Source: an optimization exercise on an open RTL-to-GDS flow (aim: small area, a short achievable clock period and few clock cycles). Production flows keep margins and buffers that such runs may drop. The RTL was checked by simulation tests, not by an equivalence proof against the original design. The clock port is modelled as an ideal driver, which makes a skipped or thinned clock tree look cheaper than it is; a real chip needs a root buffer or a tree. Power is estimated from default activity; no workload was simulated.

==> module rf_nor2, before the edit <==
module rf_nor2 (
    input  logic a, b,
    output logic y
);
    assign y = !(a | b);
endmodule
==> module rf_nand4, before the edit <==
module rf_nand4 (
    input  logic a, b, c, d,
    output logic y
);
    assign y = !(a & b & c & d);
endmodule
==> module top_axi_lite, before the edit <==
module top_axi_lite (
    input  logic        clk,
    input  logic        rstn,
    input  logic        start,
    input  logic        mode,        
    input  logic [31:0] addr,
    input  logic [31:0] wdata_in,
    output logic [31:0] rdata_out,
    output logic        done
);
    logic [31:0] mem [0:15];
    logic [31:0] mem_d [0:15];
    logic [31:0] rd;
    logic [3:0] lo, hi, whi;
    always_comb begin
        for (int j = 0; j < 4; j++) begin
            lo[j]  = (addr[3:2] == 2'(j));
            hi[j]  = (addr[5:4] == 2'(j));
            whi[j] = start && mode && (addr[5:4] == 2'(j));
        end
    end
    logic [15:0] we [0:1];
    logic [15:0] hold [0:1];
    logic [15:0] sel [0:1];
    for (genvar h = 0; h < 2; h++) begin : g_half
        for (genvar i = 0; i < 16; i++) begin : g_word
            rf_and2  u_we   (.a(whi[i/4]), .b(lo[i%4]), .y(we[h][i]));
            rf_nand2 u_hold (.a(whi[i/4]), .b(lo[i%4]), .y(hold[h][i]));
            rf_and2  u_sel  (.a(hi[i/4]),  .b(lo[i%4]), .y(sel[h][i]));
        end
    end
    for (genvar i = 0; i < 16; i++) begin : g_word
        for (genvar b = 0; b < 32; b++) begin : g_bit
            rf_ao22 u_next (
                .a1(we[b/16][i]), .a2(wdata_in[b]), .b1(hold[b/16][i]), .b2(mem[i][b]),
                .y(mem_d[i][b])
            );
        end
    end
    always_ff @(posedge clk) begin
        for (int i = 0; i < 16; i++) mem[i] <= mem_d[i];
    end
    logic [7:0] part [0:31];
    logic [3:0] quad [0:31];
    for (genvar b = 0; b < 32; b++) begin : g_rd
        for (genvar k = 0; k < 8; k++) begin : g_ao22
            rf_ao22 u_part (
                .a1(sel[b/16][2*k]),   .a2(mem[2*k][b]),
                .b1(sel[b/16][2*k+1]), .b2(mem[2*k+1][b]),
                .y(part[b][k])
            );
        end
        for (genvar k = 0; k < 4; k++) begin : g_nor2
            rf_nor2 u_quad (.a(part[b][2*k]), .b(part[b][2*k+1]), .y(quad[b][k]));
        end
        rf_nand4 u_rd (.a(quad[b][0]), .b(quad[b][1]), .c(quad[b][2]), .d(quad[b][3]), .y(rd[b]));
    end
    always_ff @(posedge clk) begin
        rdata_out <= rd;
    end
    always_ff @(posedge clk or negedge rstn) begin
        if (!rstn) done <= 1'b0;
        else       done <= start;
    end
endmodule
clock: 3.5 ns
lec_check: 0
cap_margin: 20
core_margin: 2
core_utilization: 55
setup_slack_margin: 1.85
slew_margin: 20
synth_hierarchical: 1
synth_minimum_keep_size: 0
standard.sh (not shown) runs the stock make flow with config.mk's settings and CLKGATE_MAP_FILE= SYNTH_SCRIPT=/design/flow/synth_recipe.tcl, a recipe that flattens the netlist after the stock synthesis.
==> flow/flow/run.sh <==
#!/bin/bash
# The standard layout with two changes:
#  - ports are buffered with buf_4 cells instead of the cell buffer_ports picks;
#  - at the end of the CTS step, flow/clock_tree.tcl replaces the clock tree
#    with a two-level one (clock port -> 4 root buffers -> 20 leaf buffers ->
#    flip-flops) and repairs timing again.
# Full output in standard.log (ORFS's per-step logs are under orfs/logs).
set -euo pipefail
export CT_LEAFS=20 CT_ROOTS=4
bash standard.sh "BUFFER_PORTS_ARGS=-buffer_cell sky130_fd_sc_hd__buf_4" \
  "POST_CTS_TCL=$PWD/flow/clock_tree.tcl" finish > standard.log 2>&1
Other scripts of this flow, unchanged in this note and not shown: flow/flow/clock_tree.tcl
Testbench counts at the start, summed over its fixed seeds: cycles 8,000.
Edit:
--- a/flow/design.v
+++ b/flow/design.v
@@ -14,20 +14,8 @@
     input  logic a, b,
     output logic y
 );
     assign y = !(a & b);
-endmodule
-module rf_nor2 (
-    input  logic a, b,
-    output logic y
-);
-    assign y = !(a | b);
-endmodule
-module rf_nand4 (
-    input  logic a, b, c, d,
-    output logic y
-);
-    assign y = !(a & b & c & d);
 endmodule
 module top_axi_lite (
     input  logic        clk,
     input  logic        rstn,
@@ -70,21 +58,17 @@
     always_ff @(posedge clk) begin
         for (int i = 0; i < 16; i++) mem[i] <= mem_d[i];
     end
     logic [7:0] part [0:31];
-    logic [3:0] quad [0:31];
     for (genvar b = 0; b < 32; b++) begin : g_rd
         for (genvar k = 0; k < 8; k++) begin : g_ao22
             rf_ao22 u_part (
                 .a1(sel[b/16][2*k]),   .a2(mem[2*k][b]),
                 .b1(sel[b/16][2*k+1]), .b2(mem[2*k+1][b]),
                 .y(part[b][k])
             );
         end
-        for (genvar k = 0; k < 4; k++) begin : g_nor2
-            rf_nor2 u_quad (.a(part[b][2*k]), .b(part[b][2*k+1]), .y(quad[b][k]));
-        end
-        rf_nand4 u_rd (.a(quad[b][0]), .b(quad[b][1]), .c(quad[b][2]), .d(quad[b][3]), .y(rd[b]));
+        assign rd[b] = |part[b];
     end
     always_ff @(posedge clk) begin
         rdata_out <= rd;
     end
Via count goes up by 5.8%.
Cell count came out higher by 0.77%.
Global-route usage climbs by 5.2 points.
Die area went down by 0.85%.
Sequential power stays flat.
First-iteration DRC count rose by 24%.
Total power climbs by 2.3%.
Sequential share of layout area falls by 3.0 points.
Wire length rises by 17%.
Worst hold slack gets better by 0.0035 ns.
Clock skew went up by 0.016 ns.
Clock power is higher by about 1%.
Combinational power goes up by 12%.
Critical path depth stays the same.
Testbench counts after the change, summed over its fixed seeds: cycles 8,000.
In every run of this note, the design's own scripts or RTL, not TritonCTS, make the clock network.

==> re-timing with driven ports <==
Ports are ideal in the flow. The routed layouts listed here were re-timed in OpenROAD.
Step 1: set_driving_cell puts a clkbuf_16 on clk and a buf_2 on each other input, an assumption about the parent block.
Step 2 moves the port delays by t, midway between the first and last clock arrival at a register: inputs arrive t later, outputs are due t later. That takes back most of the time a late clock gives input paths.
Slacks: ideal / step 1 / step 2; pairs: ideal / step 1.
run | shift t [ns] | slack for setup (ns) | worst setup path after step 2 | worst register clock-pin slew, ns | worst slew at a driven data input, ns
the first run | 0.454 | 1.772 / 1.838 / 1.384 | input to register | 0.11 / 0.11 | 0.06
the second run | 0.473 | 1.646 / 1.561 / 1.089 | input to register | 0.12 / 0.12 | 0.21
After both steps every run listed still meets setup and hold. For the second run, which loses most, drivers alone change the setup slack by -0.085 ns; drivers and shift together by -0.557 ns.
